This design comes from an exercise in tuning for small area and a short achievable clock period on the open sky130 flow, not from production work.
At most, simulation tests tie the RTL to the original design; equivalence was not proved.
Power is estimated from default activity; no workload was simulated. The flow treats the clock pin as an ideal source, which a real chip does not have.

== oak ==
==> module top_module, before the edit <==
module top_module(
    input [99:0] a, b,
    input cin,
    output [99:0] cout,
    output [99:0] sum );
    wire [100:0] s = {1'b0, a} + {1'b0, b} + {100'd0, cin};
    assign sum = s[99:0];
    assign cout = {s[100], s[99:1] ^ a[99:1] ^ b[99:1]};
endmodule
clock: 40.0 ns
lec_check: 0
cap_margin: 20
core_margin: 2
core_utilization: 40
slew_margin: 20
standard.sh (not shown) runs the stock make flow with config.mk's settings and CLKGATE_MAP_FILE= SYNTH_SCRIPT=/design/flow/synth_recipe.tcl, a recipe that flattens the netlist after the stock synthesis.
==> flow/flow/run.sh <==
#!/bin/bash
set -euo pipefail
bash standard.sh BUFFER_PORTS_ARGS="-buffer_cell sky130_fd_sc_hd__buf_1" finish > run_standard.log 2>&1
What birch does differently from oak at the input level:
diff --git a/flow/design.v b/flow/design.v
--- a/flow/design.v
+++ b/flow/design.v
@@ -24,15 +24,24 @@
         sum   <= sum_w;
     end
 endmodule
 `default_nettype wire
 
 `default_nettype none
-module top_module(
+module top_module( 
     input [99:0] a, b,
     input cin,
     output [99:0] cout,
     output [99:0] sum );
-    wire [100:0] s = {1'b0, a} + {1'b0, b} + {100'd0, cin};
-    assign sum = s[99:0];
-    assign cout = {s[100], s[99:1] ^ a[99:1] ^ b[99:1]};
+    genvar i;
+    generate
+        fa inst0(.A(a[0]),.B(b[0]),.Cin(cin),.Cout(cout[0]),.Sum(sum[0]));
+        for(i=1;i<100;i=i+1) begin: generate_fa
+            fa ins1(.A(a[i]),.B(b[i]),.Cin(cout[i-1]),.Cout(cout[i]),.Sum(sum[i])); 
+        end
+    endgenerate
 endmodule
+module fa(input A,B,Cin,
+          output Cout,Sum);
+    assign Sum=A^B^Cin;
+    assign Cout=(A&B)|Cin&(A^B);  
+endmodule
Notes after the runs:
Of the two values seen for dominant kind of cell by area, sequential cells was produced by birch and multi-input combinational cells by oak. Going from oak to birch, fraction of power spent switching nets -7.3 points, global-route usage -5.6 points. Comparing birch and oak, the lower clock-buffer cell count is on oak. birch vs oak — post-synthesis cell count dropped about 70%. A critical-path cell with the highest stage delay of dfxtp_1 is what oak shows, while fa_1 belongs to birch. Starting density of the core ended up 0.43 points higher on birch than on oak. When birch is measured against oak, its number of cells on the worst reg-to-reg path turns out 89 higher. Detailed route, birch vs oak: via total lower for birch. Power, birch and oak, higher one = oak. birch: met3 usage is 3.7 points higher than what oak reported. Between birch and oak, the peak supply drop is higher for birch. On birch: pin count of the biggest net entering global routing is 1 lower than what oak gave.
The RTL of oak was laid out without a check of its function.

--- another note on this design; it stands on its own ---

alpha:
==> flow/design.v (excerpt) <==
module adder100_reg (
    input  wire        clk,
    input  wire [99:0] a,
    input  wire [99:0] b,
    input  wire        cin,
    output reg  [99:0] cout,
    output reg  [99:0] sum
);
clock: 40.0 ns
lec_check: 0
cap_margin: 20
core_margin: 2
core_utilization: 40
cts_buf_list: sky130_fd_sc_hd__clkbuf_4 sky130_fd_sc_hd__clkbuf_8
slew_margin: 20
standard.sh (not shown) runs the stock make flow with config.mk's settings and CLKGATE_MAP_FILE= SYNTH_SCRIPT=/design/flow/synth_recipe.tcl, a recipe that flattens the netlist after the stock synthesis.
==> flow/flow/run.sh <==
#!/bin/bash
set -euo pipefail
bash standard.sh BUFFER_PORTS_ARGS="-buffer_cell sky130_fd_sc_hd__buf_1" finish > run_standard.log 2>&1
The flow did not stop early for alpha: all stages ran, and the layout cleared the timing, DRC and antenna checks.
Input changes introduced in beta (baseline for comparison: alpha):
Settings: CTS_CLUSTER_DIAMETER now 120, previously not set; CTS_BUF_LIST no longer set, was sky130_fd_sc_hd__clkbuf_4 sky130_fd_sc_hd__clkbuf_8; CTS_CLUSTER_SIZE now 36, previously not set.
Notes after the runs:
- Between beta and alpha, the global-route usage is higher for alpha.
- Per the comparison of beta with alpha, via count of the first global-routing pass lost 9.2%, post-layout worst setup margin went down by 0.028 ns, slew at the pin closest to its max-slew limit +0.019 ns.
- beta gives less headroom to the max-slew limit than alpha did.
- Min sequential portion of the cell area across beta and alpha: alpha
- Comparing beta and alpha, final-layout fill cell count is higher on beta.
- As far as maximum frequency is concerned, alpha and beta perform about the same.
- beta vs. alpha: data required time of the critical path went down by 0.06 ns.
Input-level comparison between gamma and beta:
Settings: changing CTS_CLUSTER_DIAMETER from 120 to 60; changing CTS_CLUSTER_SIZE from 36 to 30.
Notes after the runs:
Relative to beta, the via count measured on gamma has increased by a few percent.
gamma -> beta: number of port buffers delta 0, exact match
In the flow results for beta and gamma, the number of global-route vias before repair is smaller on beta.
Between beta and gamma, the data arrival time at the worst-slack endpoint is higher for gamma.
| antenna diode instance count | gamma vs beta | ≈ equal |
Total chip power delta for gamma relative to beta: 0.12 mW higher
Diff beta -> gamma: final cell count without fillers went up about 2.7%, sum of routed wire length over all layers went up by 270 um, met1 global-route usage comparable.
Re post-synthesis net count: no difference whatsoever between gamma and beta.
Comparing beta with gamma, the peak clock frequency supported by timing came out essentially unchanged.
Edits applied to the flow inputs when going from gamma to delta:
Settings: a change of CTS_CLUSTER_DIAMETER from 60 to 90; a change of CTS_CLUSTER_SIZE from 30 to 32.
### Flow results
For delta and gamma, there was not a single run that failed to finish clean.
Against gamma, delta comes in 0.0039 ns lower on transition time of the tightest slew-check pin.
From gamma to delta the numbers moved as follows: total length of routed wires now sits lower; via count went down; fraction of power spent switching nets decreased by 2.1 points relative to the old numbers; post-synthesis to final-layout area growth went down 5.9 points.
--- input diff delta..epsilon ---
Settings: CTS_CLUSTER_SIZE changed from 32 to 25; CTS_CLUSTER_DIAMETER changed from 90 to 80.
==> run summary <==
- epsilon finished every stage and its layout cleared the timing, DRC and antenna checks.
- Compared with delta, epsilon shows a lower sequential share of layout area.
- epsilon vs. delta: post-synthesis adder-cell area fraction has remained practically unchanged, final core utilization moved up.
- In epsilon, clock group share of total power is higher than in delta.

afterwards: timing with drivers on the ports:
Ports are ideal in the flow. The routed layouts listed here were re-timed in OpenROAD.
Step 1: set_driving_cell puts a clkbuf_16 on clk and a buf_2 on each other input, an assumption about the parent block.
Step 2 adds t to the input delays and takes it off the output delays; t is the mean of the earliest and latest rising clock arrival at the registers after step 1. Input paths then give back, and output paths get back, about the clock's delay inside the block.
Three values: no drivers, after step 1, after step 2; two values: the first two.
run | t, ns | setup slack, ns | worst setup path after step 2 | worst slew at a driven data input, ns | pins driven straight from the clock port
oak | 0.613 | 30.870 / 30.814 / 31.428 | register to output | 0.08 | 1
birch | 0.544 | 1.114 / 1.114 / 1.114 | register to register | 0.08 | 1
alpha | 0.615 | 1.160 / 1.160 / 1.160 | register to register | 0.08 | 1
beta | 0.530 | 1.132 / 1.132 / 1.132 | register to register | 0.07 | 1
gamma | 0.593 | 1.143 / 1.143 / 1.143 | register to register | 0.07 | 1
delta | 0.549 | 1.175 / 1.175 / 1.175 | register to register | 0.07 | 1
epsilon | 0.550 | 1.120 / 1.120 / 1.120 | register to register | 0.07 | 1
After both steps setup and hold are still met in every run listed.
